Context: an optimization exercise on an open-source flow, tuned for small area, a short achievable clock period and few clock cycles per item. The choices shown serve that exercise and are no tape-out recipe. In this exercise RTL edits were held to simulation tests only and were not proved equivalent to the original.

==> inputs of 03-24 <==
// brick_sort
module brick_sort
   (
    clk,
    rst,
    src_tvalid,
    src_tready,
    src_tdata_raw,
    dest_tvalid,
    dest_tready,
    dest_tdata_raw
    );
   parameter NUM_ELEMS = 16;
   parameter DATA_WIDTH = 8;
   input   clk;
   input   rst;
   input   src_tvalid;
   output  src_tready;
   input [DATA_WIDTH*NUM_ELEMS-1:0] src_tdata_raw;
   output                 dest_tvalid;
   input                  dest_tready;
   output [DATA_WIDTH*NUM_ELEMS-1:0] dest_tdata_raw;
   function gt8;
      input [7:0] a;
      input [7:0] b;
      reg [3:0] g, p;
      reg g32, p32, g10, p10;
      integer i;
      begin
         for (i = 0; i < 4; i = i + 1) begin
            g[i] = (a[2*i+1] & ~b[2*i+1]) | ((((a[2*i+1] | ~b[2*i+1]) & a[2*i]) & ~b[2*i]));
            p[i] = (a[2*i+1] & ~b[2*i+1]) | ((((a[2*i+1] | ~b[2*i+1]) & a[2*i]) | ((a[2*i+1] | ~b[2*i+1]) & ~b[2*i])));
         end
         g10 = g[1] | (p[1] & g[0]);
         g32 = g[3] | (p[3] & g[2]); p32 = g[3] | (p[3] & p[2]);
         gt8 = g32 | (p32 & g10);
      end
   endfunction
   reg [127:0] r1, r2, r3, r4;
   reg [127:0] ro;
   wire [127:0] s0_0;
   wire s0_0_c0 = gt8(src_tdata_raw[7:0], src_tdata_raw[15:8]);
   assign s0_0[7:0] = s0_0_c0 ? src_tdata_raw[15:8] : src_tdata_raw[7:0];
   assign s0_0[15:8] = s0_0_c0 ? src_tdata_raw[7:0] : src_tdata_raw[15:8];
   wire s0_0_c2 = gt8(src_tdata_raw[23:16], src_tdata_raw[31:24]);
   assign s0_0[23:16] = s0_0_c2 ? src_tdata_raw[31:24] : src_tdata_raw[23:16];
   assign s0_0[31:24] = s0_0_c2 ? src_tdata_raw[23:16] : src_tdata_raw[31:24];
   wire s0_0_c4 = gt8(src_tdata_raw[39:32], src_tdata_raw[47:40]);
   assign s0_0[39:32] = s0_0_c4 ? src_tdata_raw[47:40] : src_tdata_raw[39:32];
   assign s0_0[47:40] = s0_0_c4 ? src_tdata_raw[39:32] : src_tdata_raw[47:40];
   wire s0_0_c6 = gt8(src_tdata_raw[55:48], src_tdata_raw[63:56]);
   assign s0_0[55:48] = s0_0_c6 ? src_tdata_raw[63:56] : src_tdata_raw[55:48];
   assign s0_0[63:56] = s0_0_c6 ? src_tdata_raw[55:48] : src_tdata_raw[63:56];
   wire s0_0_c8 = gt8(src_tdata_raw[71:64], src_tdata_raw[79:72]);
  ...
Settings: LEC_CHECK=0, CAP_MARGIN=20, CORE_MARGIN=2, CORE_UTILIZATION=55, CTS_BUF_LIST=sky130_fd_sc_hd__clkbuf_8, PLACE_DENSITY=0.7, SETUP_SLACK_MARGIN=3.0, SLEW_MARGIN=20; clock period 6.0 ns.
standard.sh (not shown) runs the stock make flow with config.mk's settings and CLKGATE_MAP_FILE= SYNTH_SCRIPT=/design/flow/synth_recipe.tcl, a recipe that flattens the netlist after the stock synthesis.
==> flow/flow/run.sh <==
#!/bin/bash
# Layout flow: the standard flow (standard.sh) with two changes:
#  - the synthesis step maps the logic with the delay-driven ABC script in
#    flow/abc_speed.script instead of ORFS's abc_speed.script; synthesis is
#    otherwise ORFS's, run by standard.sh with the standard flow's synthesis script, so
#    the registers (names, count, cell types) are those of the standard
#    synthesis;
#  - every input and output port still gets its own buffer, but a
#    buf_1 (BUFFER_PORTS_ARGS) instead of the cell buffer_ports picks.
# Each step's full output is in synth.log and layout.log here, and ORFS's
# per-step logs are under orfs/logs.
set -euo pipefail
here=$(pwd)
rm -rf "$here/scripts_abc"
cp -r "$FLOW_HOME/scripts" "$here/scripts_abc"
cp "$here/flow/abc_speed.script" "$here/scripts_abc/abc_speed.script"
bash standard.sh SCRIPTS_DIR="$here/scripts_abc" synth > "$here/synth.log" 2>&1
bash standard.sh BUFFER_PORTS_ARGS="-buffer_cell sky130_fd_sc_hd__buf_1" finish > "$here/layout.log" 2>&1
==> flow/flow/abc_speed.script <==
strash
dch -f
map -D 1500
topo
buffer -p
upsize -D 1500
dnsize -D 1500
stime -p
==> 02-20: changes against 03-24 <==
==> flow/flow/abc_speed.script (replaced) <==
strash
dch -f
map -D 1800
topo
buffer -p
upsize -D 1800
dnsize -D 1800
stime -p
--- a/flow/config.mk
+++ b/flow/config.mk
@@ -9,5 +9,4 @@
 export CORE_MARGIN = 2
-export CORE_UTILIZATION = 55
+export CORE_UTILIZATION = 40
 export CTS_BUF_LIST = sky130_fd_sc_hd__clkbuf_8
-export PLACE_DENSITY = 0.7
 export SETUP_SLACK_MARGIN = 3.0
==> 07-02: changes against 03-24 <==
--- a/flow/config.mk
+++ b/flow/config.mk
@@ -12,3 +12,3 @@
 export PLACE_DENSITY = 0.7
-export SETUP_SLACK_MARGIN = 3.0
+export SETUP_SLACK_MARGIN = 3.1
 export SLEW_MARGIN = 20
==> run notes <==
Against 03-24, the register-to-register slack of 07-02 is better by 0.02 ns.
Wire length: 02-20 > 07-02 > 03-24.
In area after synthesis, 03-24 and 07-02 do not differ.
In 03-24 the critical path depth is lower than in 02-20, by 3.
In flip-flop and latch count, 07-02 and 02-20 do not differ.
Against 03-24, the setup slack of 02-20 is lower by 0.0091 ns.
==> figures <==
Status: 02-20 no timing/DRC/antenna violations; 03-24 no timing/DRC/antenna violations; 07-02 no timing/DRC/antenna violations
Mapped Area: 02-20 33300 µm²; 03-24 33900 µm²; 07-02 33900 µm²
Gr usage total: 02-20 26.3%; 03-24 34.1%; 07-02 34.3%
Via count of the first global-routing pass: 02-20 29300; 03-24 28700; 07-02 29100
Finished Core Util: 02-20 52.5%; 03-24 65.3%; 07-02 67.3%
Overall via count from detail_route: 02-20 35800; 03-24 34900; 07-02 35800
Rows: 02-20 105; 03-24 90; 07-02 90
Grt met2 use: 02-20 42.0%; 03-24 50.2%; 07-02 50.6%
Global-route wire length before repair: 02-20 173000 µm; 03-24 166000 µm; 07-02 167000 µm
CLK BUF: 02-20 137; 03-24 127; 07-02 127
Non-clock inverters: 02-20 588; 03-24 617; 07-02 617
Clock latency (worst-skew pair): 02-20 0.75 ns; 03-24 0.73 ns; 07-02 0.73 ns
WL met3: 02-20 10400 µm; 03-24 12400 µm; 07-02 13600 µm
Setup Skew: 02-20 0.0360 ns; 03-24 0.0258 ns; 07-02 0.0285 ns
Multi-input gate share of the layout cell area: 02-20 44.5%; 03-24 45.5%; 07-02 46.1%
Hold worst-path end: 02-20 r4[118]; 03-24 r4[5]; 07-02 r4[5]
Number of distinct library cells after synthesis: 02-20 65; 03-24 68; 07-02 68
Syn Nets: 02-20 4825; 03-24 4875; 07-02 4875
Area of all sequential standard cells: 02-20 14400 µm²; 03-24 14300 µm²; 07-02 14400 µm²
Testbench counts of 03-24, summed over its fixed seeds: cycles 1,000, items 960.
Testbench counts of 02-20, summed over its fixed seeds: cycles 1,000, items 960.
Testbench counts of 07-02, summed over its fixed seeds: cycles 1,000, items 960.

## port drivers added, routing unchanged
Ports are ideal in the flow. The routed layouts listed here were re-timed in OpenROAD. Step 1 assumes that a clkbuf_16 drives the clock port and a buf_2 every other input. Step 2 adds t to the input delays and takes it off the output delays; t is the mean of the earliest and latest rising clock arrival at the registers after step 1. Input paths then give back, and output paths get back, about the clock's delay inside the block. Three values: no drivers, after step 1, after step 2; two values: the first two.
| run | shift t [ns] | slack for setup (ns) | worst slew at a driven data input, ns |
|---|---|---|---|
| 03-24 | 0.774 | 2.988 / 2.988 / 2.297 | 0.07 |
| 02-20 | 0.794 | 2.979 / 2.979 / 2.401 | 0.06 |
| 07-02 | 0.776 | 3.010 / 3.010 / 2.337 | 0.06 |
After both steps setup and hold are still met in every run listed. The setup slack of 03-24, which loses most, moves by 0.000 ns with the drivers and by -0.691 ns with both steps.
